What follows belongs to an exercise in optimizing a design on an open flow for small area; a production flow would make more cautious choices.
At most, simulation tests tie the RTL to the original design; equivalence was not proved.
No functional check of the RTL was part of runs 4 and 5.
Power and IR drop assume default switching activity.

### design/flow/design.v
module DisplayNum (num, hex); 
input [3:0] num;
output [7:0] hex;
reg [7:0] hex;
	always @(num) begin
		case (num)
		0 : hex = 8'b11000000;
		1 : hex = 8'b11111001;
		2 : hex = 8'b10100100;
		3 : hex = 8'b10110000;
		4 : hex = 8'b10011001;
		5 : hex = 8'b10010010;
		6 : hex = 8'b10000010;
		7 : hex = 8'b11111000;
		8 : hex = 8'b10000000;
		9 : hex = 8'b10010000;
		default : hex = 8'b1111111;
		endcase
	end
endmodule
module lfsr(
    input clk,             
    input reset,           
    output reg [2:0] rnd   
);
    reg [15:0] lfsr;
    wire feedback;
    assign feedback = lfsr[15] ^ lfsr[13] ^ lfsr[12] ^ lfsr[10];
    always @(posedge clk or posedge reset) begin
        if (reset) begin
            lfsr <= 16'hACE1;  
        end else begin
            lfsr <= {lfsr[14:0], feedback};
            rnd <= lfsr[15:13] % 7;
        end
    end
endmodule
module pattern_generator (
    input clk,
    input ce,                      
    input [5:0] qx,
    input [4:0] sx,
    input [4:0] qy,
    input [4:0] sy,
    input row_on,                  
    input [11:0] disp_data,        
    output reg pix
);
	reg block;
	integer i;
	always @(*) begin
		block = 0;
		for (i = 0; i < 12; i = i + 1)
			if (qx == 17 + i && disp_data[i])
				block = 1;
		block = block && row_on && (sx <= 17);
	end
	wire x_in = (qx > 16 || (qx == 16 && sx >= 17)) && (qx < 29 || (qx == 29 && sx == 0));
	wire y_in = (qy > 3 || (qy == 3 && sy >= 17)) && (qy < 24 || (qy == 24 && sy == 0));
	wire x_edge = (qx == 16 && sx == 17) || (qx == 29 && sx == 0);
	wire y_edge = (qy == 3 && sy == 17) || (qy == 24 && sy == 0);
	wire frame = (y_edge && x_in) || (x_edge && y_in);
	reg pix_pre;
	always @(posedge clk) begin
		pix_pre <= block | frame;
		if (ce)
			pix <= pix_pre;
	end
endmodule
module vga(
   input clock50MHz,
   input rst,
   output [4:0] qy_o,
   output row_on,
   input [11:0] disp_data,
   output [3:0] red,
   output [3:0] blue,
   output [3:0] green,
   output hsync,
   output vsync
);
	reg [5:0] qx;
	reg [4:0] sx;
	reg [4:0] qy;
	reg [4:0] sy;
	reg pix_en;
	always @(posedge clock50MHz)
		if (rst)
			pix_en <= 1'b0;
		else
			pix_en <= ~pix_en;
	wire x_last = (qx == 38) && (sx == 18);    
	wire y_last = (qy == 25) && (sy == 17);    
	always @(posedge clock50MHz) begin
		if (rst) begin
			qx <= 0;
			sx <= 17;
		end else if (pix_en) begin
			if (x_last) begin
				qx <= 0;
				sx <= 17;
			end else if (sx == 20) begin
				qx <= qx + 1;
				sx <= 0;
			end else
				sx <= sx + 1;
		end
	end
	always @(posedge clock50MHz) begin
		if (rst) begin
			qy <= 0;
			sy <= 17;
		end else if (pix_en && x_last) begin
			if (y_last) begin
				qy <= 0;
				sy <= 17;
			end else if (sy == 20) begin
				qy <= qy + 1;
				sy <= 0;
			end else
				sy <= sy + 1;
		end
	end
	assign hsync = (qx < 5) || (qx == 5 && sx < 8);        
	assign vsync = (qy == 0) && (sy < 19);                 
	assign qy_o = qy;
	assign row_on = (qy >= 4) && (qy <= 23) && (sy <= 17);
	wire pix;
	pattern_generator pattern_gen (
		.clk(clock50MHz),
		.ce(pix_en),
		.qx(qx), .sx(sx), .qy(qy), .sy(sy),
		.row_on(row_on),
		.disp_data(disp_data),
		.pix(pix)
	);
	wire vis_x = (qx > 7 || (qx == 7 && sx > 14)) && (qx < 38 || (qx == 38 && sx <= 6));
	wire vis_y = (qy > 2 || (qy == 2 && sy > 10)) && (qy < 25 || (qy == 25 && sy <= 6));
	wire on = vis_x && vis_y && pix;
	assign red = {4{on}};
	assign blue = {4{on}};
	assign green = {4{on}};
endmodule
module game_state_machine (
    input clk,
    input rst,
    input start_game,  
    input drop,  
    input rotate,  
    input left,  
    input right,  
    input [2:0] chooseBlock,
    input [4:0] disp_qy,            
    output [11:0] disp_data,        
    output pts_clr,                 
    output pts_inc                  
);
	parameter INIT         = 4'b0000;
	parameter SPAWN_BLOCK  = 4'b0001;
	parameter MOVE_BLOCK   = 4'b0010;
	parameter MOVE_LEFT    = 4'b0011;
	parameter MOVE_RIGHT   = 4'b0100;
	parameter MOVE_DOWN    = 4'b0101;
	parameter EVALUATE     = 4'b0110;
	parameter PREROTATE    = 4'b0111;
	parameter ROTATE_BLOCK = 4'b1000;
	parameter END_GAME     = 4'b1001;
	parameter FALL_SLOW    = 1999;
	parameter FALL_FAST    = 199;
	reg [11:0] game_space[19:0];
	reg [3:0] blk[3:0];
	reg [3:0] blk_col;
	reg [3:0] prev[3:0];      
	reg [3:0] gamestate;
	reg [4:0] current_top;    
	reg [3:0] current_left;   
	reg [2:0] block_row;
	reg [4:0] game_row;
	wire blk_any3 = blk[0][3] | blk[1][3] | blk[2][3] | blk[3][3];    
	wire gameborder_left  = (blk_col == 0) && blk_any3;
	reg gameborder_right;
	always @(*) begin
		case (blk_col)
			4'd8:  gameborder_right = blk[0][0] | blk[1][0] | blk[2][0] | blk[3][0];
			4'd9:  gameborder_right = blk[0][1] | blk[1][1] | blk[2][1] | blk[3][1];
			4'd10: gameborder_right = blk[0][2] | blk[1][2] | blk[2][2] | blk[3][2];
			4'd11: gameborder_right = blk[0][3] | blk[1][3] | blk[2][3] | blk[3][3];
			default: gameborder_right = 1'b0;
		endcase
	end
	reg collision;
	reg collision_begin_check;
	reg collision_complete;
	wire fall;
	reg quick_fall;
	reg [10:0] cntr;
	integer i;
	reg left_d;
	reg right_d;
	reg drop_d;
	reg start_game_d;
	reg rotate_d;
	always @ (posedge clk) begin
		left_d <= left;
		right_d <= right;
		drop_d <= drop;
		start_game_d <= start_game;
		rotate_d <= rotate;
	end
	always @ (posedge clk) begin
		if(rst)
			cntr <= 0;
		else if(~quick_fall && (cntr >= FALL_SLOW))
			cntr <= 0;
		else if(quick_fall && (cntr >= FALL_FAST))
			cntr <= 0;
		else
			cntr <= cntr + 1;
	end
	assign fall = quick_fall?(cntr == FALL_FAST):(cntr == FALL_SLOW);
	wire start_edge  = start_game_d ^ start_game;
	wire left_rel    = left_d & ~left;
	wire right_rel   = right_d & ~right;
	wire drop_edge   = drop_d ^ drop;
	wire rotate_edge = rotate_d ^ rotate;
	wire [11:0] gs_rd = (game_row < 20) ? game_space[game_row] : 12'h000;
	wire [4:0] ev_off = game_row - current_top;
	wire ev_in = (game_row >= current_top) && (ev_off < 4);
	wire [1:0] br_sel = collision_begin_check ? block_row[1:0] : ev_off[1:0];
	wire [3:0] br_box = blk[br_sel];
	wire [11:0] br_row = {br_box, 8'h00} >> blk_col;
	wire [11:0] ev_row = gs_rd | (ev_in ? br_row : 12'h000);
	wire ev_full = (ev_row == 12'hFFF);
	reg fs_clear;         
	reg fs_write;         
	reg fs_shift;         
	always @(*) begin
		fs_clear = 0;
		fs_write = 0;
		fs_shift = 0;
		if (~rst && ~collision_begin_check) begin
			if (gamestate == INIT && start_edge)
				fs_clear = 1;
			if (gamestate == EVALUATE && game_row != 20) begin
				if (ev_full)
					fs_shift = 1;
				else
					fs_write = 1;
			end
		end
	end
	wire [11:0] wr_data = fs_clear ? 12'h000 : ev_row;
	always @(posedge clk) begin
		for (i = 0; i < 20; i = i + 1) begin
			if (fs_shift && i <= game_row)
				game_space[i] <= (i == 0) ? 12'h000 : game_space[(i == 0) ? 0 : i - 1];
			else if (fs_clear || (fs_write && i == game_row))
				game_space[i] <= wr_data;
		end
	end
	assign pts_clr = rst | (~collision_begin_check && gamestate == INIT && start_edge);
	assign pts_inc = fs_shift;
	task shift_left;    
		begin
			if (blk_col != 0)
				blk_col <= blk_col - 1;
			else
				for (i = 0; i < 4; i = i + 1)
					blk[i] <= {blk[i][2:0], 1'b0};
		end
	endtask
	task shift_right;   
		blk_col <= blk_col + 1;
	endtask
	task restore;
		begin
			for (i = 0; i < 4; i = i + 1)
				blk[i] <= prev[i];
			blk_col <= current_left;
		end
	endtask
	always @ (posedge clk) begin
		if (rst) begin
			gamestate <= INIT;
			collision_begin_check <= 0;
			quick_fall <= 0;
		end else if(collision_begin_check) begin
			block_row <= block_row +1;
			game_row <= game_row +1;
			if(~collision && (block_row <4) && (game_row <20)) begin
				 if(gs_rd & br_row)
					  collision <= 1;
			end else if((game_row == 20) && (block_row <4) && (br_box != 0))
				 collision <= 1;
			else begin
				 collision_complete <= 1;
				 collision_begin_check <= 0;
			end
		end else begin
			case (gamestate)
				 INIT: begin
					  if (start_edge) begin
							gamestate <= SPAWN_BLOCK;
							collision_complete <= 0;
					  end
				 end
				 SPAWN_BLOCK: begin
					  if(~collision_complete) begin
							case (chooseBlock)
								3'b001: begin blk[0] <= 4'b1111; blk[1] <= 4'b0000; end  
								3'b010: begin blk[0] <= 4'b0100; blk[1] <= 4'b1110; end  
								3'b011: begin blk[0] <= 4'b1110; blk[1] <= 4'b0010; end  
								3'b100: begin blk[0] <= 4'b1110; blk[1] <= 4'b1000; end  
								3'b101: begin blk[0] <= 4'b1100; blk[1] <= 4'b0110; end  
								3'b110: begin blk[0] <= 4'b0110; blk[1] <= 4'b1100; end  
								default: begin blk[0] <= 4'b1100; blk[1] <= 4'b1100; end  
							endcase
							blk[2] <= 4'b0000;
							blk[3] <= 4'b0000;
							blk_col <= 4;
							current_top <= 0;
							current_left <= 4;
							collision_begin_check <= 1;
							collision <= 0;
							quick_fall <= 0;
							block_row <= 0;
							game_row <= 0;
					  end else if (collision) begin
							gamestate <= END_GAME;
					  end else if (collision_complete) begin
							gamestate <= MOVE_BLOCK;
					  end
				 end
				 MOVE_BLOCK: begin
					  collision_complete <= 0;
					  if(fall) begin
							gamestate <= MOVE_DOWN;
					  end else if (left_rel && ~gameborder_left) begin
							gamestate <= MOVE_LEFT;
					  end else if (right_rel && ~gameborder_right) begin
							gamestate <= MOVE_RIGHT;
					  end else if(drop_edge) begin
							quick_fall <= 1;
					  end else if (rotate_edge) begin
							gamestate <= PREROTATE;
							for(i=0;i<4;i=i+1)
								 prev[i] <= blk[i];
					  end
				 end
				 MOVE_LEFT: begin
					  if (~collision_complete) begin
							collision <= 0;
							collision_begin_check <= 1;
							block_row <= 0;
							game_row <= current_top;
							shift_left;
					  end else begin
							if(collision)
								 shift_right;
							else
								 current_left <= current_left - 1;
							gamestate <= MOVE_BLOCK;
					  end
				 end
				 MOVE_RIGHT: begin
					  if(~collision_complete) begin
							collision <= 0;
							collision_begin_check <= 1;
							block_row <= 0;
							game_row <= current_top;
							shift_right;
					  end else begin
							 if(collision)
								 shift_left;
							 else
								 current_left <= current_left+1;
							gamestate <= MOVE_BLOCK;
					  end
				 end
				 MOVE_DOWN: begin
					  if(~collision_complete) begin
							if(current_top < 19) begin
								 collision <= 0;
								 collision_begin_check <= 1;
							end else if(current_top == 19 && blk[0] != 0) begin
								 collision <= 1;
								 collision_complete <= 1;
							end
							block_row <= 0;
							game_row <= current_top+1;
					  end else if(collision) begin
							gamestate <= EVALUATE;
							game_row <= 0;
					  end else begin
							current_top <= current_top + 1;
							gamestate <= MOVE_BLOCK;
					  end
				 end
				 EVALUATE: begin
					if(game_row == 20) begin
						gamestate <= SPAWN_BLOCK;
						collision_complete <= 0;
					end else begin
						game_row <= game_row +1;
					end
				end
				PREROTATE: begin
				  if (blk_col != 0) begin
						blk_col <= blk_col - 1;
					end else begin
						for (i = 0; i < 4; i = i + 1)
							blk[i] <= {blk[3][3-i], blk[2][3-i], blk[1][3-i], blk[0][3-i]};
						collision_complete <= 0;
						gamestate <= ROTATE_BLOCK;
					 end
				 end
				 ROTATE_BLOCK: begin
					 if (blk[0] == 4'h0) begin
						 for (i = 0; i < 3; i = i + 1)
							 blk[i] <= blk[i + 1];
						 blk[3] <= 4'h0;
					 end else if (blk_col == 0 && ~blk_any3) begin
						 for (i = 0; i < 4; i = i + 1)
							blk[i] <= {blk[i][2:0], 1'b0};
					 end else if (blk_col < current_left) begin
						 if (~gameborder_right) begin
							shift_right;
						 end else begin
							gamestate <= MOVE_BLOCK;
							restore;
						  end
					  end else begin
						 if (~collision_complete) begin
							collision_begin_check <= 1;
							collision <= 0;
							block_row <= 0;
							game_row <= current_top;
						 end else if (collision) begin
							gamestate <= MOVE_BLOCK;
							restore;
						 end else begin
							gamestate <= MOVE_BLOCK;
						 end
					  end
				 end
				END_GAME: begin
				  if(start_edge)
					 gamestate <= INIT;
				end
			endcase
		end
	end
	wire [4:0] dp_row = disp_qy - 5'd4;
	reg [11:0] dp_gs;
	always @(*) begin
		dp_gs = 12'h000;
		for (i = 0; i < 20; i = i + 1)
			if (disp_qy == i + 4)
				dp_gs = game_space[i];
	end
	wire [4:0] dp_off = dp_row - current_top;
	wire dp_in = (dp_row >= current_top) && (dp_off < 4);
	wire [11:0] dp_blk = {blk[dp_off[1:0]], 8'h00} >> blk_col;
	assign disp_data = dp_gs | (dp_in ? dp_blk : 12'h000);
endmodule
module top(
    input clk,                  
    input rst,                  
    input start_game,           
    input drop,                 
    input rotate,               
    input left,                 
    input right,                
    output [3:0] red,           
    output [3:0] blue,
    output [3:0] green,
    output hsync,               
    output vsync,               
    output [7:0] disp0,         
    output [7:0] disp1          
);
	wire [2:0] chooseBlock;
	wire [4:0] disp_qy;
	wire disp_on;
	wire [11:0] disp_data;
	wire pts_clr, pts_inc;
	game_state_machine game_state_machine_inst (
		.clk(clk),
		.rst(rst),
		.start_game(start_game),
		.drop(drop),
		.rotate(rotate),
		.left(left),
		.right(right),
		.chooseBlock(chooseBlock),
		.disp_qy(disp_qy),
		.disp_data(disp_data),
		.pts_clr(pts_clr),
		.pts_inc(pts_inc)
	);
	vga vga_inst (
		.clock50MHz(clk),
		.rst(rst),
		.qy_o(disp_qy),
		.row_on(disp_on),
		.disp_data(disp_data),
		.red(red),
		.blue(blue),
		.green(green),
		.hsync(hsync),
		.vsync(vsync)
	);
	reg pts_clr_d, pts_inc_d;
	reg [3:0] ones;
	reg [4:0] tens;
	always @(posedge clk) begin
		pts_clr_d <= pts_clr;
		pts_inc_d <= pts_inc;
		if (pts_clr_d) begin
			ones <= 0;
			tens <= 0;
		end else if (pts_inc_d) begin
			if (ones == 9) begin
				ones <= 0;
				tens <= tens + 1;
			end else if (tens == 25 && ones == 5) begin
				ones <= 0;
				tens <= 0;
			end else
				ones <= ones + 1;
		end
	end
	DisplayNum disp_ones (ones, disp0);
	DisplayNum disp_tens (tens[3:0], disp1);
	lfsr random_block_generator (
		.clk(clk),
		.reset(rst),
		.rnd(chooseBlock)
	);
endmodule
### design/flow/run.sh
#!/bin/bash
# synth_recipe.tcl (not shown) runs the flow's synth.tcl, then flattens the netlist and writes it again
# the make line also repeats each setting of config.mk as NAME=value (left out here)
make -C /OpenROAD-flow-scripts/flow DESIGN_CONFIG=/design/flow/config.mk WORK_HOME=/design/flow/orfs CLKGATE_MAP_FILE= SYNTH_SCRIPT=/design/flow/synth_recipe.tcl finish
### design/flow/config.mk
export PLATFORM = sky130hd
export DESIGN_NAME = top
export DESIGN_NICKNAME = top
export VERILOG_FILES = /design/flow/design.v
export SDC_FILE = /design/flow/constraint.sdc
export NUM_CORES = 4
export LEC_CHECK = 0
export CAP_MARGIN = 20
export CORE_MARGIN = 2
export CORE_UTILIZATION = 50
export CTS_BUF_LIST = sky130_fd_sc_hd__clkbuf_4
export PLACE_DENSITY = 0.65
export SLEW_MARGIN = 20
### design/flow/constraint.sdc
create_clock -name core_clock -period 20.0 [get_ports {clk}]
set_input_delay 4.0000 -clock core_clock [delete_from_list [all_inputs] [get_ports {clk}]]
set_output_delay 4.0000 -clock core_clock [all_outputs]
set_load 0.01 [all_outputs]
==> results.txt, run 1 <==
Post-DP Area - 26,400 um2
H-tree Lvls - 3
Mapped cell area - 25,400 um2
Critical Path, Cell by Cell - inv_1 > ha_2 > buf_4 > nand2_1 > nor4b_1 > o311ai_0 > a2111oi_2 > clkdlybuf4s50_1
# IOs - 37
Pwr dens - 107 nW/um2
Total GRT Usage - 43.6%
Worst-path maximum fanout - 52
Setup Total Neg Slack - 0 ps
Critical Path RT - 16,000 ps
CTS Root Cell - clkbuf_4
Skew final - 68.8 ps
Most common cell in the synthesized netlist - edfxtp_1
Placed cells - 3,154
Gr busiest metal - met2
Synth cell types - 92
Final net count - 2,665
Slowest-stage cell, CP - a2111oi_2
Number of flops mapped to enable cells by yosys - 287
GR met1 Demand/Resource - 52.5%
DR pass1 iterations - 9
Worst-path clk slew - 60 ps
Post-DP HPWL - 86,400 um
Vias/cell - 7.26
Layout cells sized above 1 - 20.9%
Core area - 50,200 um2
Gp weighted congestion - 1.05
Synth cell count leaders - edfxtp_1 (287), mux2_2 (243), nor2_1 (195), nand2_1 (171), a21oi_1 (133)
Post-cts hold buffer count - 0
Max Fclk - 0.115 GHz
R2r setup slk - 13,070 ps
Pin count of the biggest net entering global routing - 59
Leakage - 0.0101 uW
DRT Wirelength - 117,000 um
Die width - 229 um
Chip height - 229 um
Relative slew slack - 10.0%
Final setup fails - 0
PortBufs - 36
Post-synth ARST share - 4.13%
Hold Path Class - reg -> reg
Worst endpoint data arrival time - 4680 ps
Vias in the first global route - 23,200
Postcts setup bufs - 0
Top_reg_cell synth - edfxtp_1
Avg WL per Cell - 34.7 um
CP Class - reg -> out
Post-synth top area share - 33.9%
Residual DRC - 0
Via count - 24,400
Slew @ Worst Pin - 1320 ps
CTS Buffer Depth - 3
Worst skew pair latency - 940 ps
Top post-synthesis cells by area - edfxtp_1 (34%), mux2_2 (11%), dfxtp_1 (6.6%)
Max-capacitance violation count - 0
First-pass GRT wire length - 166,000 um
Sequential area share after synthesis - 42.1%
Hold Violations, Final - 0
Area delta synth->final - 9.93%
CTS Sinks - 387
Peak supply drop - 0.0000634 V
Cells after Synth - 2,577
RSZ-0062 raised after global routing - no
Starting Density - 50.7%
Synth Net Count - 2,651
TritonCTS Buffers - 105
Status - complete, no violations
Crit. End Element - primary output
Largest area contributor in the netlist - edfxtp_1
Post-layout min period - 8680 ps
Row Count - 82
CTS tree - done
Met3 usage - 14.2%
Period utilization - 43.4%
Grt total ovfl - 0
Initial antenna violation count - 17
Final Max Tran Viols - 0
Slowest stage delay, CP - 910 ps
Fin area - 27,900 um2
Post-CTS Resized - 0
Synthesized flop and latch total - 387
Post-DRT Antenna Nets - 0
Met2 usage - 65.7%
Die area - 52,600 um2
Worst setup SP type - flop
YS warnings - 9
Total power - 2980 uW
Final non-filler cell total - 3,362
Syn Area/Cell - 9.86 um2
DR iter-0 viols - 4,028
Layout fillers - 4,486
-- power by group --
| group | internal, uW | leakage [uW] | switching (uW) | total [uW] |
|---|---|---|---|---|
| clock network | 405 | 0.000845 | 369 | 774 |
| registers | 1070 | 0.00357 | 209 | 1280 |
| logic | 341 | 0.00568 | 590 | 931 |
| total | 1810 | 0.0101 | 1170 | 2980 |
-- worst paths after layout --
| path | startpoint | end | cells past startpoint |
|---|---|---|---|
| setup / recovery | vga_inst.qy[1] | red[3] | 8 |
| hold / removal | random_block_generator.lfsr[4] | random_block_generator.lfsr[5] | 0 |
| setup reg to reg | game_state_machine_inst.game_row[0] | game_state_machine_inst.game_space[3][9] | 12 |
| hold reg to reg | random_block_generator.lfsr[4] | random_block_generator.lfsr[5] | 0 |
| max in group asynchronous | rst | random_block_generator.lfsr[11] | 4 |
| min in group asynchronous | rst | random_block_generator.lfsr[12] | 4 |
-- cell families (layout without fill, tap and decap cells) --
group	Yosys count	after routing	synth area share [%]
multiplexers	292	292	13.0
AO/OA/AOI/OAI	659	659	17.9
XOR/XNOR	39	39	1.34
AND/OR/NAND/NOR	862	862	17.8
other	0	15	0
flip-flops	387	387	42.1
adder cells (fa/ha/maj)	67	67	3.39
buffers and inverters	271	369	4.43
-- registers in the layout, summed over array words and instances, names as in the netlist, 5 cells and up --
register and cells:
disp0 8, disp1 8, game_state_machine_inst.blk 16, game_state_machine_inst.cntr 11, game_state_machine_inst.current_top 5, game_state_machine_inst.game_row 5
game_state_machine_inst.game_space 240, game_state_machine_inst.prev 16, random_block_generator.lfsr 16, tens 5, vga_inst.qx 6, vga_inst.qy 5
vga_inst.sx 5, vga_inst.sy 5
-- area by class of cell --
class / instances / area, um2 / area share [%]
tap: 672 / 841 / 3.01
clock inverter: 38 / 279 / 0.999
clock buffer: 153 / 1150 / 4.11
timing repair buffer: 102 / 861 / 3.08
inverter: 76 / 285 / 1.02
multi-input combinational: 1919 / 13800 / 49.3
sequential: 387 / 10700 / 38.3
antenna: 15 / 37.5 / 0.134
-- metrics by stage --
stage	hold WS, ps	utilization, %	setup WS [ps]
floorplan	331	-	11950
global placement	343	52.5	12290
detailed placement	336	52.6	12260
CTS	361	55.5	11310
global route	360	55.6	11080
finish	358	55.7	11320
-- critical path: cells and delay by family (launching register included) --
family | cells | cell delay (ps)
buffers and inverters | 3 | 1500
AO/OA/AOI/OAI | 2 | 1120
flip-flops | 1 | 470
adder cells (fa/ha/maj) | 1 | 180
AND/OR/NAND/NOR | 2 | 480
-- layout by cell type, fill, tap and decap left out, drive strengths merged, types with 28 or more instances in the layout --
master / instances
a211oi: 28
a21oi: 133
a22oi: 58
and3: 41
buf: 64
clkbuf: 155
clkdlybuf4s50: 36
clkinv: 34
dfxtp: 84
edfxtp: 287
ha: 64
inv: 74
mux2: 243
mux2i: 43
nand2: 171
nand2b: 32
nand3: 114
nand4: 37
nor2: 195
nor3: 67
o211ai: 28
o21ai: 110
o22ai: 41
-- routing by layer --
metal,part of all wire [%],vias up,routed length (um)
met5,0.079,-,92
met4,9.1,14,10600
met3,12,551,14500
met2,43,1938,50300
met1,35,11800,41200
li1,-,10100,-
==> run 2: changes to the inputs <==
--- a/design/flow/config.mk
+++ b/design/flow/config.mk
@@ -9,5 +9,4 @@
 export CORE_MARGIN = 2
-export CORE_UTILIZATION = 50
-export CTS_BUF_LIST = sky130_fd_sc_hd__clkbuf_4
-export PLACE_DENSITY = 0.65
+export CORE_UTILIZATION = 30
+export PLACE_DENSITY = 0.5
 export SLEW_MARGIN = 20
==> run 2 against run 1 <==
Net effect: worst setup slack improved by 620 ps; design area grew 3.0%; cell count increased by 11%; flip-flop and latch count stayed put; combinational power increased by 2.4%; core utilization shrank 21 points; clock-buffer cell count down 86; non-clock buffer count rose by 14; clock power increased by 17%; global-route usage decreased by 16 points; synthesized cell count did not move; critical endpoint is now blue[3]; largest power group unchanged.
==> results.txt, run 2 <==
Post-DP HPWL - 92,700 um
Synth Area in Simple Gates - 17.8%
Vias in the first global route - 22,000
DR pass1 iterations - 6
CTS Buffer Depth - 3
YS warnings - 9
CTS Sinks - 387
CP Class - reg -> out
Chip height - 295 um
Starting Density - 30.3%
Worst hold start - random_block_generator.lfsr[2]
Avg WL per Cell - 33.5 um
Complex-gate fraction of the synthesized area - 17.9%
Area delta synth->final - 13.2%
Synth Net Count - 2,651
Commonest non-fill, non-tap cell in the layout - edfxtp_1
Peak supply drop - 0.0000596 V
Reg with most FFs - game_state_machine_inst.game_space
Syn Area/Cell - 9.86 um2
Largest area contributor in the netlist - edfxtp_1
Mapped cell area - 25,400 um2
Post-synth ARST share - 4.13%
Critical path depth - 7
Worst skew pair latency - 610 ps
Total power - 3150 uW
Relative slew slack - 11.4%
Crit path from - vga_inst.qy[1]
PortBufs - 36
Synthesized flop and latch total - 387
Top post-synthesis cells by area - edfxtp_1 (34%), mux2_2 (11%), dfxtp_1 (6.6%)
Hold Violations, Final - 0
R2r setup slk - 13,480 ps
Hold Path Class - reg -> reg
Worst Path Buf+Inv - 2
Final setup fails - 0
Post-synth top area share - 33.9%
Residual DRC - 0
Critical Path, Cell by Cell - inv_1 > ha_2 > nand2_1 > nor4b_1 > o311ai_0 > a2111oi_4 > clkdlybuf4s50_1
Final non-filler cell total - 3,723
Top_reg_cell synth - edfxtp_1
Max Fclk - 0.124 GHz
Slew @ Worst Pin - 1290 ps
Cells on worst reg2reg path - 15
Post-CTS Resized - 0
Total GRT Usage - 28.1%
Period utilization - 40.3%
First-pass GRT wire length - 175,000 um
Core area - 83,800 um2
Post-layout min period - 8060 ps
Final net count - 2,622
Reg2reg end - game_state_machine_inst.game_space[6][6]
Area of the multi-input gates - 13,800 um2
Slowest-stage cell, CP - clkdlybuf4s50_1
TritonCTS Buffers - 48
Pwr dens - 110 nW/um2
Leakage - 0.0101 uW
Synth cell types - 92
Slowest stage delay, CP - 660 ps
Worst hold path depth - 0
DRT Wirelength - 125,000 um
R2r startpoint - game_state_machine_inst.game_row[0]
Cells after Synth - 2,577
Post-DRT Antenna Nets - 0
Worst-path maximum fanout - 22
XOR/XNOR Fraction of Synth Area - 1.34%
Worst-path clk slew - 60 ps
Initial antenna violation count - 10
Largest family of logic cells by synthesized area - compound AO/OA/AOI/OAI gates
DR iter-0 viols - 3,272
Mux share of post-synthesis cell area - 13.0%
Row Count - 106
Most frequent cells in the layout - edfxtp_1 (287), mux2_2 (243), nor2_1 (195)
Max-capacitance violation count - 0
Most common cell in the synthesized netlist - edfxtp_1
WHS - 349 ps
Layout fillers - 8,516
Crit. End Element - primary output
CTS tree - done
RSZ-0062 raised after global routing - no
H-tree Lvls - 2
Worst setup SP type - flop
Worst endpoint data arrival time - 4060 ps
Placed cells - 3,630
# IOs - 37
Max FFs per register - 240
Status - complete, no violations
Setup Total Neg Slack - 0 ps
Hold Path End - random_block_generator.lfsr[3]
Adder-cell share of the synthesized area - 3.39%
Pin count of the biggest net entering global routing - 58
Die width - 295 um
Postcts setup bufs - 0
CTS Root Cell - clkbuf_16
Skew final - 27.7 ps
Post-cts hold buffer count - 0
Die area - 87,100 um2
Final Max Tran Viols - 0
Number of flops mapped to enable cells by yosys - 287
Grt total ovfl - 0
Sequential area share after synthesis - 42.1%
Via count - 23,500
Synth cell count leaders - edfxtp_1 (287), mux2_2 (243), nor2_1 (195), nand2_1 (171), a21oi_1 (133)
Vias/cell - 6.32
Critical Path RT - 16,000 ps
Register Area - 10,700 um2
Final core utilization - 34.3%
Layout cells sized above 1 - 18.1%
Delay-heaviest family, CP - compound AO/OA/AOI/OAI gates
Gp weighted congestion - 1.03
[run 2: cell count changes in the layout (fill, tap and decap cells not counted), sizes merged]
cell,change
buf,+14
clkbuf,-86
clkinv,-16
clkinvlp,-2
diode,-13
inv,+2
[run 2: per-stage QoR]
stage	cell area (um2)	setup WS, ps
6_report	28800	11940
5_1_grt	28800	11750
4_1_cts	28700	11620
3_5_place_dp	27100	12270
3_3_place_gp	27100	11920
2_1_floorplan	25400	11950
[run 2: area by class of cell]
class	instances	share of cell area [%]
multi-input cells	1919	47.9
flip-flops and latches	387	37.2
well taps	1134	4.93
clock buffers	67	4.86
repair buffers	116	3.34
inverters	76	0.992
clock inverters	22	0.757
diodes	2	0.0174
[run 2: report_power, final]
group	internal (uW)	total [uW]	switching [uW]
Sequential	1070	1290	225
Clock	539	909	370
Combinational	343	953	610
[run 2: worst max-delay path by stage]
stage / to
finish: blue[3]
global route: red[1]
CTS: red[1]
detailed placement: red[1]
global placement: game_state_machine_inst.game_space[13][1]
floorplan: blue[0]
[run 2: kinds of logic after synthesis]
family,Yosys count
AND/OR/NAND/NOR,862
multiplexers,292
AO/OA/AOI/OAI,659
adder cells (fa/ha/maj),67
XOR/XNOR,39
flip-flops,387
buffers and inverters,271
[run 2: routing by layer]
metal / share of wire (%) / GRT usage [%] / vias up
li1: - / - / 9889
met1: 43 / 39.4 / 11900
met2: 43 / 42.5 / 1497
met3: 9.4 / 5.45 / 268
met4: 4.6 / 11.0 / 6
met5: 0.032 / 0 / -
==> run 3: changes to the inputs <==
==> design/flow/flow/run.sh (new file) <==
#!/bin/bash
# The standard layout (standard.sh), with one change in synthesis: the ABC
# technology-mapping step uses flow/area.abc, an area-oriented script, in
# place of ORFS's delay-oriented abc_speed.script (the 20 ns clock leaves
# plenty of slack). Everything else, including register mapping, is the
# standard synthesis and layout.
set -euo pipefail
W=$PWD
cat > "$W/abc_override.tcl" <<EOT
proc abc {args} {
  foreach opt {-script -D -constr} {
    set i [lsearch -exact \$args \$opt]
    if {\$i >= 0} { set args [lreplace \$args \$i [expr {\$i + 1}]] }
  }
  yosys abc -script $W/flow/area.abc {*}\$args
}
EOT
cat "$W/abc_override.tcl" "$W/synth_recipe.tcl" > "$W/synth_area.tcl"
sed "s|SYNTH_SCRIPT=[^ ]*|SYNTH_SCRIPT=$W/synth_area.tcl|" "$W/standard.sh" > "$W/standard_area.sh"
bash "$W/standard_area.sh" > "$W/flow.log" 2>&1
==> design/flow/flow/area.abc (new file) <==
strash
&get -n
&fraig -x
&put
scorr
dc2
strash
&get -n
&synch2
&dch -f
&nf -R 1000
&put
strash
&get -n
&dch -f
&nf -R 1000
&put
==> design/flow/standard.sh (new file) <==
#!/bin/bash
# synth_recipe.tcl (not shown) runs the flow's synth.tcl, then flattens the netlist and writes it again
# the make line also repeats each setting of config.mk as NAME=value (left out here)
make -C /OpenROAD-flow-scripts/flow DESIGN_CONFIG=/design/flow/config.mk WORK_HOME=/design/flow/orfs CLKGATE_MAP_FILE= SYNTH_SCRIPT=/design/flow/synth_recipe.tcl "${@:-finish}"
--- a/design/flow/config.mk
+++ b/design/flow/config.mk
@@ -9,4 +9,5 @@
 export CORE_MARGIN = 2
-export CORE_UTILIZATION = 30
-export PLACE_DENSITY = 0.5
+export CORE_UTILIZATION = 50
+export CTS_BUF_LIST = sky130_fd_sc_hd__clkbuf_4
+export PLACE_DENSITY = 0.65
 export SLEW_MARGIN = 20
removed: design/flow/run.sh
==> run 3 against run 2 <==
Net effect: still clean; clock-buffer cell count up 95; die area down 49%; non-clock buffer count down 26; combinational power up 11%; cell count down 22%; worst setup slack better by 130 ps; sequential share of layout area up 7.1 points; fmax up 1.7%; register-to-register slack better by 230 ps; critical path depth up 2; critical path type unchanged.
==> results.txt, run 3 <==
Status - complete, no violations
CTS Sinks - 387
Critical Path, Cell by Cell - clkinv_1 > ha_1 > nand2_1 > a2111oi_0 > o21ai_0 > nand3_1 > a211o_1 > nor2_1 > clkdlybuf4s50_1
Worst-path clk slew - 70 ps
Avg WL per Cell - 29.6 um
Post-CTS Resized - 0
Synthesized flop and latch total - 387
Final non-filler cell total - 2,916
Mux share of post-synthesis cell area - 1.25%
Largest area contributor in the netlist - edfxtp_1
DR iter-0 viols - 3,264
Vias in the first global route - 18,800
Postcts setup bufs - 0
Period utilization - 39.6%
Delay-heaviest family, CP - buffers and inverters
Slowest-stage cell, CP - clkdlybuf4s50_1
Reg with most FFs - game_state_machine_inst.game_space
PortBufs - 36
Most frequent cells in the layout - edfxtp_1 (287), o21a_1 (214), nand2_1 (197)
Syn Area/Cell - 10.2 um2
Pwr dens - 132 nW/um2
Synth cell count leaders - edfxtp_1 (287), o21a_1 (214), nand2_1 (197), nor2_1 (174), a21oi_1 (169)
Max Fclk - 0.126 GHz
Peak supply drop - 0.0000832 V
# IOs - 37
Total power - 3180 uW
Max FFs per register - 240
Post-synth top area share - 40.3%
Pin count of the biggest net entering global routing - 30
Reg2reg end - game_state_machine_inst.game_space[16][4]
Worst setup SP type - flop
WHS - 349 ps
Sequential area share after synthesis - 50.1%
Met2 usage - 58.9%
RSZ-0062 raised after global routing - no
Vias/cell - 6.92
Initial antenna violation count - 7
CP Class - reg -> out
Worst hold path depth - 0
Cells after Synth - 2,102
Die area - 44,500 um2
Setup Total Neg Slack - 0 ps
Post-DP HPWL - 62,900 um
GR met1 Demand/Resource - 49.3%
Hold Path End - random_block_generator.lfsr[2]
Final net count - 2,359
Synth Area in Simple Gates - 14.3%
Chip height - 211 um
Total GRT Usage - 38.5%
Commonest non-fill, non-tap cell in the layout - edfxtp_1
Worst Path Buf+Inv - 2
Number of flops mapped to enable cells by yosys - 287
DRT Wirelength - 86,200 um
Worst endpoint data arrival time - 3920 ps
TritonCTS Buffers - 103
Grt total ovfl - 0
Crit. End Element - primary output
Post-layout min period - 7920 ps
Synth Net Count - 2,176
Post-synth ARST share - 4.13%
Post-cts hold buffer count - 0
Gp weighted congestion - 1.08
Placed cells - 2,718
Hold Violations, Final - 0
Synth cell types - 63
Layout cells sized above 1 - 10.3%
Largest family of logic cells by synthesized area - compound AO/OA/AOI/OAI gates
Relative slew slack - 20.1%
Slowest stage delay, CP - 650 ps
Most common cell in the synthesized netlist - edfxtp_1
DR pass1 iterations - 9
Met3 usage - 8.95%
R2r startpoint - game_state_machine_inst.game_row[0]
Residual DRC - 0
First-pass GRT wire length - 125,000 um
Starting Density - 50.8%
Final core utilization - 57.3%
Slew @ Worst Pin - 1190 ps
Final Max Tran Viols - 0
Gr busiest metal - met2
Crit path from - vga_inst.qy[2]
Post-DRT Antenna Nets - 0
Hold Path Class - reg -> reg
Row Count - 75
Complex-gate fraction of the synthesized area - 27.6%
Mapped cell area - 21,400 um2
CTS Root Cell - clkbuf_4
Worst-path maximum fanout - 12
XOR/XNOR Fraction of Synth Area - 1.43%
CTS tree - done
H-tree Lvls - 3
Die width - 211 um
Max-capacitance violation count - 0
Worst skew pair latency - 900 ps
Top_reg_cell synth - edfxtp_1
Final setup fails - 0
Via count - 20,200
Top post-synthesis cells by area - edfxtp_1 (40%), dfxtp_1 (7.9%), o21a_1 (7.5%)
Leakage - 0.00839 uW
Critical Path RT - 16,000 ps
Area delta synth->final - 12.8%
R2r setup slk - 13,710 ps
Worst hold start - random_block_generator.lfsr[1]
YS warnings - 9
Core area - 42,100 um2
CTS Buffer Depth - 3
Skew final - 62.4 ps
Cells on worst reg2reg path - 19
Adder-cell share of the synthesized area - 4.02%
[run 3: cell types whose count changed in the layout (fill, tap and decap cells not counted), moves of 25 or more]
cell       delta
mux2_2      -243
clkbuf_16    -52
clkbuf_4    +160
o21ai_0      +45
o21a_1      +202
nand2_1      +26
o22ai_1      -26
inv_1        -71
nand3_1      -46
clkinv_1     +58
a222oi_1     +29
a21oi_1      +37
buf_4        -25
mux2i_1      -30
[run 3: layout make-up]
class                           count  area (um2)
Inverter                           52         195
Antenna cell                        9        22.5
Tap cell                          539         674
Timing Repair Buffer               90         763
Sequential cell                   387       10700
Clock buffer                      162        1220
Clock inverter                     26         130
Multi-Input combinational cell   1651       10400
Fill cell                        3739       18000
[run 3: worst max-delay path by stage]
stage,to,cells past startpoint
finish,blue[0],9
global route,blue[1],9
CTS,blue[0],9
detailed placement,game_state_machine_inst.game_space[2][5],8
global placement,game_state_machine_inst.game_space[1][5],8
floorplan,game_state_machine_inst.blk[0][0],5
[run 3: through the flow]
stage,setup slack [ps],area (um2)
after CTS,12040,24100
final,12080,24100
after detailed placement,12430,22800
after global routing,11790,24100
after floorplan,13480,21400
after global placement,12480,22800
[run 3: cell families (layout without fill, tap and decap cells)]
group	after synthesis	count (layout)
flip-flops	387	387
AO/OA/AOI/OAI	871	871
buffers and inverters	64	330
AND/OR/NAND/NOR	658	658
multiplexers	20	20
XOR/XNOR	35	35
adder cells (fa/ha/maj)	67	67
other	0	9
[run 3: metal layers]
metal	part of all wire (%)	wire length [um]
met1	38	33200
met4	7.3	6330
met3	10	8880
met5	0	0
met2	44	37800
[run 3: where the power goes]
group          switching (uW)  total (uW)  internal (uW)
Combinational             679        1060            379
Clock                     339         719            379
Sequential                257        1400           1140
Total                    1270        3180           1900
[run 3: worst register-to-register path, stage by stage (launching register included)]
cell      delay [ps]
edfxtp_1         600
clkinv_1         260
ha_1             260
clkinv_1          70
fa_1             420
mux2i_1          550
mux2_1           390
o21ai_0          340
nor2_1            80
a21oi_1          340
mux2i_1          140
and2_0           220
a21oi_1          450
nor4_1           130
nand4b_1         140
nor2_1            60
buf_4            230
and2_0           250
nand2_1          350
nand3_1          540
==> run 4: changes to the inputs <==
--- a/design/flow/design.v
+++ b/design/flow/design.v
@@ -45,14 +45,6 @@
     input row_on,                  
-    input [11:0] disp_data,        
+    input disp_bit,                
     output reg pix
 );
-	reg block;
-	integer i;
-	always @(*) begin
-		block = 0;
-		for (i = 0; i < 12; i = i + 1)
-			if (qx == 17 + i && disp_data[i])
-				block = 1;
-		block = block && row_on && (sx <= 17);
-	end
+	wire block = disp_bit && row_on && (qx >= 17) && (qx <= 28) && (sx <= 17);
 	wire x_in = (qx > 16 || (qx == 16 && sx >= 17)) && (qx < 29 || (qx == 29 && sx == 0));
@@ -73,4 +65,4 @@
    output [4:0] qy_o,
-   output row_on,
-   input [11:0] disp_data,
+   output [5:0] qx_o,
+   input disp_bit,
    output [3:0] red,
@@ -126,3 +118,4 @@
 	assign qy_o = qy;
-	assign row_on = (qy >= 4) && (qy <= 23) && (sy <= 17);
+	assign qx_o = qx;
+	wire row_on = (qy >= 4) && (qy <= 23) && (sy <= 17);
 	wire pix;
@@ -133,3 +126,3 @@
 		.row_on(row_on),
-		.disp_data(disp_data),
+		.disp_bit(disp_bit),
 		.pix(pix)
@@ -153,3 +146,4 @@
     input [4:0] disp_qy,            
-    output [11:0] disp_data,        
+    input [5:0] disp_qx,            
+    output disp_bit,                
     output pts_clr,                 
@@ -225,3 +219,8 @@
 	wire rotate_edge = rotate_d ^ rotate;
-	wire [11:0] gs_rd = (game_row < 20) ? game_space[game_row] : 12'h000;
+	reg [11:0] gs_rd;
+	always @(*) begin
+		gs_rd = 12'h000;
+		for (i = 0; i < 20; i = i + 1)
+			gs_rd = gs_rd | (game_space[i] & {12{game_row == i}});
+	end
 	wire [4:0] ev_off = game_row - current_top;
@@ -417,7 +416,3 @@
 				 ROTATE_BLOCK: begin
-					 if (blk[0] == 4'h0) begin
-						 for (i = 0; i < 3; i = i + 1)
-							 blk[i] <= blk[i + 1];
-						 blk[3] <= 4'h0;
-					 end else if (blk_col == 0 && ~blk_any3) begin
+					 if (blk_col == 0 && ~blk_any3) begin
 						 for (i = 0; i < 4; i = i + 1)
@@ -452,14 +447,22 @@
 	end
-	wire [4:0] dp_row = disp_qy - 5'd4;
 	reg [11:0] dp_gs;
+	reg dp_gs_bit;
+	reg [19:0] dp_sel;
 	always @(*) begin
+		for (i = 0; i < 20; i = i + 1)
+			dp_sel[i] = (disp_qy == i + 4);
 		dp_gs = 12'h000;
 		for (i = 0; i < 20; i = i + 1)
-			if (disp_qy == i + 4)
-				dp_gs = game_space[i];
+			dp_gs = dp_gs | (game_space[i] & {12{dp_sel[i]}});
+		dp_gs_bit = 1'b0;
+		for (i = 0; i < 12; i = i + 1)
+			dp_gs_bit = dp_gs_bit | (dp_gs[i] & (disp_qx == i + 17));
 	end
+	wire [4:0] dp_row = disp_qy - 5'd4;
 	wire [4:0] dp_off = dp_row - current_top;
 	wire dp_in = (dp_row >= current_top) && (dp_off < 4);
-	wire [11:0] dp_blk = {blk[dp_off[1:0]], 8'h00} >> blk_col;
-	assign disp_data = dp_gs | (dp_in ? dp_blk : 12'h000);
+	wire [5:0] dp_j = disp_qx + {2'b00, blk_col} - 6'd25;
+	wire [3:0] dp_box = blk[dp_off[1:0]];
+	wire dp_blk_bit = dp_in && (dp_j < 4) && dp_box[dp_j[1:0]];
+	assign disp_bit = dp_gs_bit | dp_blk_bit;
 endmodule
@@ -483,4 +486,4 @@
 	wire [4:0] disp_qy;
-	wire disp_on;
-	wire [11:0] disp_data;
+	wire [5:0] disp_qx;
+	wire disp_bit;
 	wire pts_clr, pts_inc;
@@ -496,3 +499,4 @@
 		.disp_qy(disp_qy),
-		.disp_data(disp_data),
+		.disp_qx(disp_qx),
+		.disp_bit(disp_bit),
 		.pts_clr(pts_clr),
@@ -504,4 +508,4 @@
 		.qy_o(disp_qy),
-		.row_on(disp_on),
-		.disp_data(disp_data),
+		.qx_o(disp_qx),
+		.disp_bit(disp_bit),
 		.red(red),
==> design/flow/flow/run.sh (replaced) <==
#!/bin/bash
# The standard layout (standard.sh) with two changes:
# - synthesis: the ABC technology-mapping step uses flow/area.abc, an
#   area-oriented script, in place of ORFS's delay-oriented abc_speed.script
#   (the 20 ns clock leaves plenty of slack). Register mapping and everything
#   else in synthesis is the standard synthesis.
# - clock tree: clkbuf_4 buffers and no dummy loads.
set -euo pipefail
W=$PWD
cat > "$W/abc_override.tcl" <<EOT
proc abc {args} {
  foreach opt {-script -D -constr} {
    set i [lsearch -exact \$args \$opt]
    if {\$i >= 0} { set args [lreplace \$args \$i [expr {\$i + 1}]] }
  }
  yosys abc -script $W/flow/area.abc {*}\$args
}
EOT
cat "$W/abc_override.tcl" "$W/synth_recipe.tcl" > "$W/synth_area.tcl"
sed "s|SYNTH_SCRIPT=[^ ]*|SYNTH_SCRIPT=$W/synth_area.tcl|" "$W/standard.sh" > "$W/standard_area.sh"
export CTS_ARGS="-sink_clustering_enable -repair_clock_nets -dont_use_dummy_load -buf_list sky130_fd_sc_hd__clkbuf_4"
bash "$W/standard_area.sh" finish > "$W/flow.log" 2>&1
==> design/flow/flow/area.abc (replaced) <==
strash
&get -n
&fraig -x
&put
scorr
dc2
strash
&get -n
&synch2
&dch -f
&nf -R 1000 -p -F 8
&put
strash
&get -n
&dch -f
&nf -R 1000 -p -F 8
&put
--- a/design/flow/config.mk
+++ b/design/flow/config.mk
@@ -10,3 +10,2 @@
 export CORE_UTILIZATION = 50
-export CTS_BUF_LIST = sky130_fd_sc_hd__clkbuf_4
 export PLACE_DENSITY = 0.65
==> run 4 against run 3 <==
Net effect: register-to-register slack got worse by 1100 ps; fmax grew 4.9%; design area down 5.2%; die area is 3.4% lower; clock-buffer cell count shrank 60; worst setup slack better by 370 ps; clock skew rose by 8.7 ps; clock power is 26% lower; sequential power up 6%; core utilization decreased by 1.2 points; global-route usage is 4.4 points higher; highest routed layer is now met5.
==> results.txt, run 4 <==
Status - complete, no violations
Peak supply drop - 0.000113 V
Post-DP HPWL - 67,500 um
Synthesized flop and latch total - 387
H-tree Lvls - 3
First-pass GRT wire length - 132,000 um
Postcts setup bufs - 0
Slowest stage delay, CP - 550 ps
Adder-cell share of the synthesized area - 4.75%
Avg WL per Cell - 35.8 um
Total GRT Usage - 42.9%
Reg with most FFs - game_state_machine_inst.game_space
Slew @ Worst Pin - 1190 ps
Skew final - 71.1 ps
Gp weighted congestion - 1.15
Vias in the first global route - 17,900
Layout fillers - 3,494
Post-cts hold buffer count - 0
Post-DRT Antenna Nets - 0
Most frequent cells in the layout - edfxtp_1 (287), o21a_1 (231), nand2_1 (163)
Max FFs per register - 240
Cells on worst reg2reg path - 19
Mapped cell area - 20,700 um2
YS warnings - 9
Synth Net Count - 1,969
Synth Area in Simple Gates - 12.8%
Final non-filler cell total - 2,605
Residual DRC - 0
Syn Area/Cell - 11.0 um2
Fin area - 22,900 um2
# IOs - 37
XOR/XNOR Fraction of Synth Area - 1.53%
Complex-gate fraction of the synthesized area - 26.1%
Row Count - 74
Final net count - 2,154
Top_reg_cell synth - edfxtp_1
Worst-path maximum fanout - 12
Worst setup SP type - flop
DR iter-0 viols - 3,939
Area delta synth->final - 10.9%
TritonCTS Buffers - 102
CTS Root Cell - clkbuf_4
Crit. End Element - primary output
Post-DP Area - 22,100 um2
Chip height - 207 um
CTS Sinks - 387
Max-capacitance violation count - 0
Pin count of the biggest net entering global routing - 30
Sequential area share after synthesis - 51.9%
Most common cell in the synthesized netlist - edfxtp_1
Slowest-stage cell, CP - clkdlybuf4s50_1
PortBufs - 36
Final core utilization - 56.1%
CTS tree - done
Hold Violations, Final - 0
Synth cell count leaders - edfxtp_1 (287), o21a_1 (231), nand2_1 (163), nor2_1 (128), a21oi_1 (103)
Die area - 43,000 um2
Worst hold path depth - 0
Via count - 19,500
Synth cell types - 60
Core area - 40,800 um2
Post-CTS Resized - 0
Final setup fails - 0
Hold Path Class - reg -> reg
Period utilization - 37.8%
Initial antenna violation count - 6
Final Max Tran Viols - 0
Worst-path clk slew - 60 ps
Post-synth ARST share - 4.13%
Starting Density - 50.6%
Vias/cell - 7.47
DRT Wirelength - 93,400 um
Layout cells sized above 1 - 9.38%
CP Class - reg -> out
Placed cells - 2,499
Leakage - 0.00792 uW
Worst endpoint data arrival time - 3550 ps
Die width - 207 um
Pwr dens - 145 nW/um2
DR pass1 iterations - 22
Cells after Synth - 1,886
CTS Buffer Depth - 3
Largest area contributor in the netlist - edfxtp_1
Worst skew pair latency - 910 ps
Largest family of logic cells by synthesized area - compound AO/OA/AOI/OAI gates
Critical Path RT - 16,000 ps
RSZ-0062 raised after global routing - no
Mux share of post-synthesis cell area - 1.33%
Grt total ovfl - 0
Top post-synthesis cells by area - edfxtp_1 (42%), o21a_1 (8.4%), dfxtp_1 (8.1%)
Max Fclk - 0.132 GHz
Commonest non-fill, non-tap cell in the layout - edfxtp_1
Relative slew slack - 20.9%
Critical Path, Cell by Cell - clkinv_1 > ha_1 > nand3b_1 > nor4_1 > nor2_1 > o21ai_0 > nand4_1 > nor3_1 > buf_4 > clkdlybuf4s50_1
Number of flops mapped to enable cells by yosys - 287
Setup Total Neg Slack - 0 ps
Post-layout min period - 7550 ps
Post-synth top area share - 41.7%
==> run 4: cell count changes in the layout (fill, tap and decap cells not counted), sizes merged, moves of 26 or more <==
| cell | before | now |
|---|---|---|
| nor2 | 174 | 128 |
| o21ai | 150 | 82 |
| a21oi | 169 | 103 |
| clkbuf | 163 | 102 |
| nand3 | 68 | 41 |
| a211oi | 53 | 21 |
| a31oi | 43 | 17 |
| nand2 | 197 | 163 |
| a222oi | 50 | 80 |
==> run 4: final cells by class <==
type | instances | area [um2] | share of cell area, %
flip-flops and latches | 387 | 10700 | 46.8
multi-input cells | 1426 | 9730 | 42.5
repair buffers | 93 | 788 | 3.44
clock buffers | 102 | 766 | 3.34
well taps | 532 | 666 | 2.91
inverters | 61 | 229 | 1.00
diodes | 4 | 10.0 | 0.0437
==> run 4: where the power goes <==
| part | leakage [uW] | switching (uW) | internal (uW) |
|---|---|---|---|
| combinational | 0.00390 | 838 | 476 |
| sequential | 0.00355 | 305 | 1180 |
| clock | 0.000469 | 300 | 229 |
==> run 4: logic make-up (layout without fill, tap and decap cells) <==
group | Yosys count | after routing
and+or+nand+nor | 551 | 551
DFF | 387 | 387
xor gates and xnor gates | 36 | 36
muxes | 21 | 21
buffers and inverters | 73 | 256
AOI/OAI and AO/OA | 742 | 742
adders and majority gates | 76 | 76
other | 0 | 4
==> run 4: critical path, delay by kind of cell, from the launching register on <==
family / cells / cell delay, ps
buffers and inverters: 3 / 940
and+or+nand+nor: 5 / 900
DFF: 1 / 380
adders and majority gates: 1 / 280
AOI/OAI and AO/OA: 1 / 210
==> run 4: final timing paths <==
check / from / end / slack (ps)
min in group asynchronous: rst / random_block_generator.lfsr[8] / 3870
hold reg to reg: random_block_generator.lfsr[4] / random_block_generator.lfsr[5] / 340
setup / recovery: vga_inst.qx[0] / blue[3] / 12450
max in group asynchronous: rst / random_block_generator.lfsr[15] / 15790
setup reg to reg: game_state_machine_inst.game_row[0] / game_state_machine_inst.game_space[4][4] / 12630
hold / removal: random_block_generator.lfsr[4] / random_block_generator.lfsr[5] / 340
==> run 4: through the flow <==
stage / power, uW / setup WS, ps / hold slack, ps
detailed placement: 2700 / 12030 / 338
floorplan: 2080 / 13070 / 331
finish: 3330 / 12450 / 343
global route: 3400 / 12160 / 345
CTS: 3230 / 12320 / 346
global placement: 2670 / 12170 / 344
==> run 4: layer usage <==
| layer | GRT usage (%) | up-vias | share of wire [%] |
|---|---|---|---|
| li1 | - | 7943 | - |
| met1 | 54.9 | 9265 | 36 |
| met2 | 57.3 | 1830 | 39 |
| met3 | 22.7 | 413 | 18 |
| met4 | 24.1 | 8 | 6.9 |
| met5 | 3.34 | - | 0.13 |
==> run 5: changes to the inputs <==
--- a/design/flow/flow/run.sh
+++ b/design/flow/flow/run.sh
@@ -6,3 +6,3 @@
 #   else in synthesis is the standard synthesis.
-# - clock tree: clkbuf_4 buffers and no dummy loads.
+# - clock tree: clkbuf_8 buffers, clusters of at most 12 sinks, no dummy loads.
 set -euo pipefail
@@ -20,3 +20,3 @@
 sed "s|SYNTH_SCRIPT=[^ ]*|SYNTH_SCRIPT=$W/synth_area.tcl|" "$W/standard.sh" > "$W/standard_area.sh"
-export CTS_ARGS="-sink_clustering_enable -repair_clock_nets -dont_use_dummy_load -buf_list sky130_fd_sc_hd__clkbuf_4"
+export CTS_ARGS="-sink_clustering_enable -repair_clock_nets -dont_use_dummy_load -buf_list sky130_fd_sc_hd__clkbuf_8 -sink_clustering_size 12 -sink_clustering_max_diameter 50"
 bash "$W/standard_area.sh" finish > "$W/flow.log" 2>&1
==> run 5 against run 4 <==
Net effect: worst setup slack improved by 34 ps; global-route usage is 0.62 points lower; die area stayed put; sequential power about the same; wire length is 0.71% lower; first-iteration DRC count is 10% lower; register-to-register slack about the same; area after synthesis did not move; still clean.
==> results.txt, run 5 <==
Final Max Tran Viols - 0
CTS Root Cell - clkbuf_8
Final net count - 2,098
Vias/cell - 7.47
Peak supply drop - 0.000109 V
Core area - 40,800 um2
Syn Area/Cell - 11.0 um2
Commonest non-fill, non-tap cell in the layout - edfxtp_1
DRT Wirelength - 92,700 um
R2r setup slk - 12,640 ps
Most common cell in the synthesized netlist - edfxtp_1
Post-layout min period - 7520 ps
Synth cell count leaders - edfxtp_1 (287), o21a_1 (231), nand2_1 (163), nor2_1 (128), a21oi_1 (103)
RSZ-0062 raised after global routing - no
Setup Total Neg Slack - 0 ps
Layout fillers - 3,475
Mapped cell area - 20,700 um2
Reg with most FFs - game_state_machine_inst.game_space
Hold Path Class - reg -> reg
Slew @ Worst Pin - 1140 ps
Worst Path Buf+Inv - 3
Hold Path End - random_block_generator.lfsr[9]
Worst endpoint data arrival time - 7730 ps
TritonCTS Buffers - 46
DR iter-0 viols - 3,544
CTS Buffer Depth - 3
Critical Path, Cell by Cell - clkdlybuf4s50_1 > buf_4 > nor2_1 > and3_1 > nand2b_1 > clkinv_1 > o21ai_1 > nand2_1
Cells on worst reg2reg path - 19
Post-DRT Antenna Nets - 0
H-tree Lvls - 2
Top post-synthesis cells by area - edfxtp_1 (42%), o21a_1 (8.4%), dfxtp_1 (8.1%)
Total power - 3270 uW
R2r startpoint - game_state_machine_inst.game_row[0]
Worst hold path depth - 0
Internal power - 1860 uW
Post-synth top area share - 41.7%
Gp weighted congestion - 1.15
CTS Sinks - 387
Max FFs per register - 240
Max-capacitance violation count - 0
Critical Path RT - 20,210 ps
Die area - 43,000 um2
Chip height - 207 um
Sw power - 1410 uW
Max Fclk - 0.133 GHz
Fin area - 22,800 um2
Worst hold start - random_block_generator.lfsr[8]
Residual DRC - 0
Relative slew slack - 24.0%
Status - complete, no violations
Post-synth ARST share - 4.13%
DR pass1 iterations - 12
Skew final - 92.1 ps
Post-cts hold buffer count - 0
Worst-path clk slew - 80 ps
Cells after Synth - 1,886
PortBufs - 36
Row Count - 74
Reg2reg end - game_state_machine_inst.game_space[4][8]
Sw frac - 43.1%
Synthesized flop and latch total - 387
Hold Violations, Final - 0
Area delta synth->final - 10.2%
Post-DP HPWL - 67,500 um
Period utilization - 37.6%
Register Area - 10,700 um2
Largest area contributor in the netlist - edfxtp_1
Number of flops mapped to enable cells by yosys - 287
Synth cell types - 60
Top_reg_cell synth - edfxtp_1
Via count - 19,000
Grt total ovfl - 0
Area of the multi-input gates - 9730 um2
Post-CTS Resized - 0
Power share of the clock group - 14.6%
# IOs - 37
Slowest stage delay, CP - 950 ps
Postcts setup bufs - 0
Final setup fails - 0
Starting Density - 50.6%
Pin count of the biggest net entering global routing - 30
YS warnings - 9
Delay-heaviest family, CP - buffers and inverters
Synth Net Count - 1,969
First-pass GRT wire length - 130,000 um
CTS tree - done
Worst-path maximum fanout - 25
Avg WL per Cell - 36.4 um
Vias in the first global route - 17,300
Worst setup SP type - input pin
Layout cells sized above 1 - 6.86%
Crit. End Element - flop
Total GRT Usage - 42.3%
Comb pwr share - 40.0%
Sequential fraction of design power - 45.4%
Post-DP Area - 22,100 um2
Slowest-stage cell, CP - o21ai_1
CP Class - in -> reg
Most frequent cells in the layout - edfxtp_1 (287), o21a_1 (231), nand2_1 (163)
Die width - 207 um
Pwr dens - 144 nW/um2
Sequential area share after synthesis - 51.9%
Initial antenna violation count - 7
WHS - 310 ps
Leakage - 0.00778 uW
Worst skew pair latency - 690 ps
## run 5: how the worst max path moves through the flow
stage | startpoint | end | slack, ps | cells past startpoint
floorplan | start_game | game_state_machine_inst.game_space[10][11] | 13070 | 5
global placement | rst | game_state_machine_inst.game_space[4][1] | 12170 | 8
detailed placement | rst | game_state_machine_inst.game_space[4][7] | 12030 | 8
CTS | vga_inst.qx[0] | blue[3] | 12570 | 10
global route | game_state_machine_inst.game_row[0] | game_state_machine_inst.game_space[4][11] | 12310 | 19
finish | rst | game_state_machine_inst.game_space[4][8] | 12480 | 8
## run 5: routing by layer
metal / track usage [%] / wire length (um) / up-vias
met5: 2.00 / 222 / -
met4: 23.9 / 6450 / 12
met3: 21.0 / 15500 / 395
met2: 56.4 / 36200 / 1626
met1: 55.1 / 34400 / 9199
li1: - / - / 7803
## run 5: kinds of logic (layout without fill, tap and decap cells)
kind of cell               count (synthesis)  in the layout  synth area share (%)
DFF                                      387            387                  51.9
and+or+nand+nor                          551            551                  12.8
buffers and inverters                     73            200                  1.54
xor gates and xnor gates                  36             36                  1.53
adders and majority gates                 76             76                  4.75
AOI/OAI and AO/OA                        742            742                  26.1
other                                      0              2                     0
muxes                                     21             21                  1.33
## run 5: through the flow
stage | instances | setup slack, ps | utilization, %
4_1_cts | 2545 | 12570 | 55.7
3_3_place_gp | 2499 | 12170 | 54.2
5_1_grt | 2545 | 12310 | 55.7
6_report | 2547 | 12480 | 55.7
3_5_place_dp | 2499 | 12030 | 54.2
2_1_floorplan | 1886 | 13070 | -
## run 5: power by group through the flow
stage	Combinational (uW)	Clock [uW]	Sequential, uW
global placement	1210	0	1460
finish	1310	478	1480
detailed placement	1250	0	1450
CTS	1260	481	1440
floorplan	798	0	1280
global route	1360	505	1470
## run 5: final cells by class
type	count	share of cell area, %
well taps	532	2.92
repair buffers	93	3.46
multi-input cells	1426	42.7
diodes	2	0.0220
inverters	61	1.01
clock buffers	46	2.78
flip-flops and latches	387	47.1
==> run 6: changes to the inputs <==
--- a/design/flow/design.v
+++ b/design/flow/design.v
@@ -23,3 +23,3 @@
     input reset,           
-    output reg [2:0] rnd   
+    output [2:0] rnd       
 );
@@ -28,10 +28,15 @@
     assign feedback = lfsr[15] ^ lfsr[13] ^ lfsr[12] ^ lfsr[10];
+    reg lfsr_out;
     always @(posedge clk or posedge reset) begin
         if (reset) begin
-            lfsr <= 16'hACE1;  
+            lfsr <= 16'hACE1;
         end else begin
             lfsr <= {lfsr[14:0], feedback};
-            rnd <= lfsr[15:13] % 7;
         end
     end
+    always @(posedge clk)
+        if (!reset)
+            lfsr_out <= lfsr[15];
+    wire [2:0] top3 = {lfsr_out, lfsr[15:14]};
+    assign rnd = (top3 == 3'd7) ? 3'd0 : top3;
 endmodule
@@ -167,5 +172,5 @@
 	reg [3:0] prev[3:0];      
+	reg [3:0] prev_col;       
 	reg [3:0] gamestate;
-	reg [4:0] current_top;    
-	reg [3:0] current_left;   
+	reg [4:0] current_top;
 	reg [2:0] block_row;
@@ -277,3 +282,3 @@
 				blk[i] <= prev[i];
-			blk_col <= current_left;
+			blk_col <= prev_col;
 		end
@@ -320,3 +325,2 @@
 							current_top <= 0;
-							current_left <= 4;
 							collision_begin_check <= 1;
@@ -346,2 +350,3 @@
 								 prev[i] <= blk[i];
+							prev_col <= blk_col;
 					  end
@@ -358,4 +363,2 @@
 								 shift_right;
-							else
-								 current_left <= current_left - 1;
 							gamestate <= MOVE_BLOCK;
@@ -373,4 +376,2 @@
 								 shift_left;
-							 else
-								 current_left <= current_left+1;
 							gamestate <= MOVE_BLOCK;
@@ -419,3 +420,3 @@
 							blk[i] <= {blk[i][2:0], 1'b0};
-					 end else if (blk_col < current_left) begin
+					 end else if (blk_col < prev_col) begin
 						 if (~gameborder_right) begin
==> run 6 against run 5 <==
Net effect: global-route usage shrank 4.5 points; design area fell by 1.4%; area after synthesis decreased by 1.4%; via count fell by 3.2%; critical endpoint is now game_state_machine_inst.game_space[18][10]; largest cell class unchanged; largest power group unchanged.
==> results.txt, run 6 <==
Row Count - 73
Synth cell count leaders - edfxtp_1 (285), o21a_1 (193), nor2_1 (186), nand2_1 (172), a21oi_1 (101)
CTS Sinks - 385
Placed cells - 2,502
Pre-CTS WS - 11,780 ps
Max FFs per register - 240
Adder-cell share of the synthesized area - 4.47%
Synth Net Count - 1,966
CTS Root Cell - clkbuf_8
Area delta synth->final - 10.2%
Synthesized flop and latch total - 385
Setup Total Neg Slack - 0 ps
Worst endpoint data arrival time - 7860 ps
Post-DRT Antenna Nets - 0
Grt total ovfl - 0
CP Class - in -> reg
YS warnings - 9
Vias in the first global route - 17,400
Complex-gate fraction of the synthesized area - 24.8%
Mapped cell area - 20,400 um2
Die area - 42,400 um2
Die width - 206 um
Synth cell types - 61
Post-CTS Resized - 0
Worst skew pair latency - 660 ps
XOR/XNOR Fraction of Synth Area - 1.25%
Period utilization - 38.3%
R2r startpoint - game_state_machine_inst.game_row[0]
Final core utilization - 56.1%
Worst-path maximum fanout - 29
H-tree Lvls - 2
Max Fclk - 0.131 GHz
Total GRT Usage - 37.8%
Synth Area in Simple Gates - 14.4%
Critical Path RT - 20,200 ps
Post-synth top area share - 42.0%
Gp weighted congestion - 1.02
Worst Setup EP - game_state_machine_inst.game_space[18][10]
Hold Path Class - reg -> reg
Reg with most FFs - game_state_machine_inst.game_space
CTS tree - done
Critical Path, Cell by Cell - clkdlybuf4s50_1 > buf_4 > clkinv_1 > buf_4 > nand2_1 > nor3_2 > buf_4 > nand3_1 > a21boi_1 > nand2_1
Mux share of post-synthesis cell area - 1.27%
Cells on worst reg2reg path - 20
First-pass GRT wire length - 116,000 um
Slowest-stage cell, CP - a21boi_1
Largest family of logic cells by synthesized area - compound AO/OA/AOI/OAI gates
Worst setup SP type - input pin
Crit path from - rst
Skew final - 63.1 ps
Most frequent cells in the layout - edfxtp_1 (285), o21a_1 (193), nor2_1 (175)
PortBufs - 36
CTS Buffer Depth - 3
Largest area contributor in the netlist - edfxtp_1
Top_reg_cell synth - edfxtp_1
DR iter-0 viols - 3,344
Layout fillers - 3,544
Pwr dens - 133 nW/um2
Worst hold path depth - 0
Avg WL per Cell - 31.1 um
Min setup slack post-route - 12,340 ps
Slew @ Worst Pin - 1120 ps
Chip height - 206 um
Number of flops mapped to enable cells by yosys - 285
Postcts setup bufs - 0
Crit. End Element - flop
Cells after Synth - 1,888
DR pass1 iterations - 12
Via count - 18,400
Core area - 40,000 um2
Relative slew slack - 25.2%
Status - complete, no violations
# IOs - 37
Reg2reg end - game_state_machine_inst.game_space[18][10]
Max-capacitance violation count - 0
Peak supply drop - 0.0000826 V
Initial antenna violation count - 0
R2r setup slk - 13,190 ps
Final Max Tran Viols - 0
Commonest non-fill, non-tap cell in the layout - edfxtp_1
Final net count - 2,099
Post-cts hold buffer count - 0
Dominant cell type by count on the critical path - buf_4
Post-synth ARST share - 4.16%
Worst-path clk slew - 80 ps
Syn Area/Cell - 10.8 um2
Final setup fails - 0
Vias/cell - 7.24
Slowest stage delay, CP - 920 ps
Starting Density - 50.9%
# diodes - 0
Pin count of the biggest net entering global routing - 30
DRT Wirelength - 79,200 um
Leakage - 0.00775 uW
Residual DRC - 0
RSZ-0062 raised after global routing - no
Post-DP HPWL - 56,900 um
Final non-filler cell total - 2,544
Top post-synthesis cells by area - edfxtp_1 (42%), dfxtp_1 (8.3%), o21a_1 (7.1%)
Layout cells sized above 1 - 7.13%
Post-layout min period - 7660 ps
Hold Violations, Final - 0
TritonCTS Buffers - 42
Sequential area share after synthesis - 52.3%
Most common cell in the synthesized netlist - edfxtp_1
-- run 6: cell count changes after synthesis, moves of 7 or more --
cell,previous run,this run
a221oi_1,34,21
nand3_1,41,48
o21ai_0,82,72
nand2_1,163,172
o21a_1,231,193
nor2_1,128,186
a222oi_1,80,89
a22o_1,28,18
xnor2_1,21,13
a22oi_1,69,76
nand4_1,36,43
-- run 6: metal layers --
| layer | vias up | GRT usage [%] | wire length (um) |
|---|---|---|---|
| met3 | 309 | 9.46 | 9790 |
| met5 | - | 0 | 0 |
| li1 | 7777 | - | - |
| met1 | 8990 | 52.7 | 31300 |
| met4 | 0 | 18.2 | 4560 |
| met2 | 1348 | 55.1 | 33500 |
-- run 6: worst min-delay path by stage --
stage,slack (ps),endpoint,startpoint
after floorplan,330,random_block_generator.lfsr[2],random_block_generator.lfsr[1]
after CTS,340,random_block_generator.lfsr[10],random_block_generator.lfsr[9]
after detailed placement,340,random_block_generator.lfsr[3],random_block_generator.lfsr[2]
after global routing,350,random_block_generator.lfsr[10],random_block_generator.lfsr[9]
final,340,random_block_generator.lfsr[10],random_block_generator.lfsr[9]
after global placement,330,random_block_generator.lfsr[9],random_block_generator.lfsr[8]
-- run 6: area by class of cell --
type / count / area, um2 / area share [%]
timing repair buffer: 101 / 848 / 3.78
multi-input combinational: 1430 / 9490 / 42.3
inverter: 61 / 229 / 1.02
tap: 525 / 657 / 2.93
clock buffer: 42 / 578 / 2.57
sequential: 385 / 10700 / 47.4
-- run 6: worst max-delay path, delay by kind of cell --
| family | cells | cell delay, ps |
|---|---|---|
| buf+inv | 5 | 1370 |
| compound gates | 1 | 920 |
| simple gates | 4 | 1530 |
-- run 6: power by group --
group          total (uW)  internal [uW]  switching (uW)
Clock                 454            187             267
Sequential           1380           1170             208
Combinational        1160            441             720
-- run 6: cell families (layout without fill, tap and decap cells) --
family / Yosys count / in the layout
compound gates: 690 / 690
xor+xnor: 29 / 29
fa+ha+maj: 71 / 71
buf+inv: 73 / 204
flops: 385 / 385
mux: 17 / 17
simple gates: 623 / 623
-- run 6: per-stage QoR --
step / cell area [um2] / hold slack (ps) / power [uW]
2_1_floorplan: 20400 / 331 / 2040
3_3_place_gp: 21900 / 334 / 2480
3_5_place_dp: 21900 / 336 / 2510
4_1_cts: 22400 / 344 / 2960
5_1_grt: 22500 / 348 / 3120
6_report: 22500 / 344 / 2990

## static timing again, ports no longer ideal
The results above use ideal ports. As a check the final layouts listed here were re-extracted and re-timed, cells and wires unchanged. Step 1 sets driving cells, clkbuf_16 on the clock port and buf_2 on the other inputs (assumed; they add their load-dependent delay and slew). Step 2 adds t to the input delays and takes it off the output delays; t is the mean of the earliest and latest rising clock arrival at the registers after step 1. Input paths then give back, and output paths get back, about the clock's delay inside the block. a / b / c = no drivers / after step 1 / after step 2; a / b = the first two.
run | shift t [ns] | setup WS [ns] | slew at the worst register clock pin (ns) | worst slew at a driven data input, ns
run 1 | 0.966 | 11.321 / 11.263 / 12.229 | 0.08 / 0.08 | 0.04
run 2 | 0.670 | 11.944 / 11.871 / 12.393 | 0.07 / 0.07 | 0.05
run 3 | 0.929 | 12.078 / 12.018 / 12.284 | 0.08 / 0.08 | 0.04
run 4 | 0.924 | 12.446 / 12.389 / 11.821 | 0.07 / 0.07 | 0.04
run 5 | 0.699 | 12.480 / 12.513 / 11.814 | 0.09 / 0.09 | 0.04
run 6 | 0.677 | 12.344 / 12.366 / 11.689 | 0.08 / 0.08 | 0.03
After both steps setup and hold are still met in every run listed. The setup slack of run 5, which loses most, moves by +0.033 ns with the drivers and by -0.666 ns with both steps.
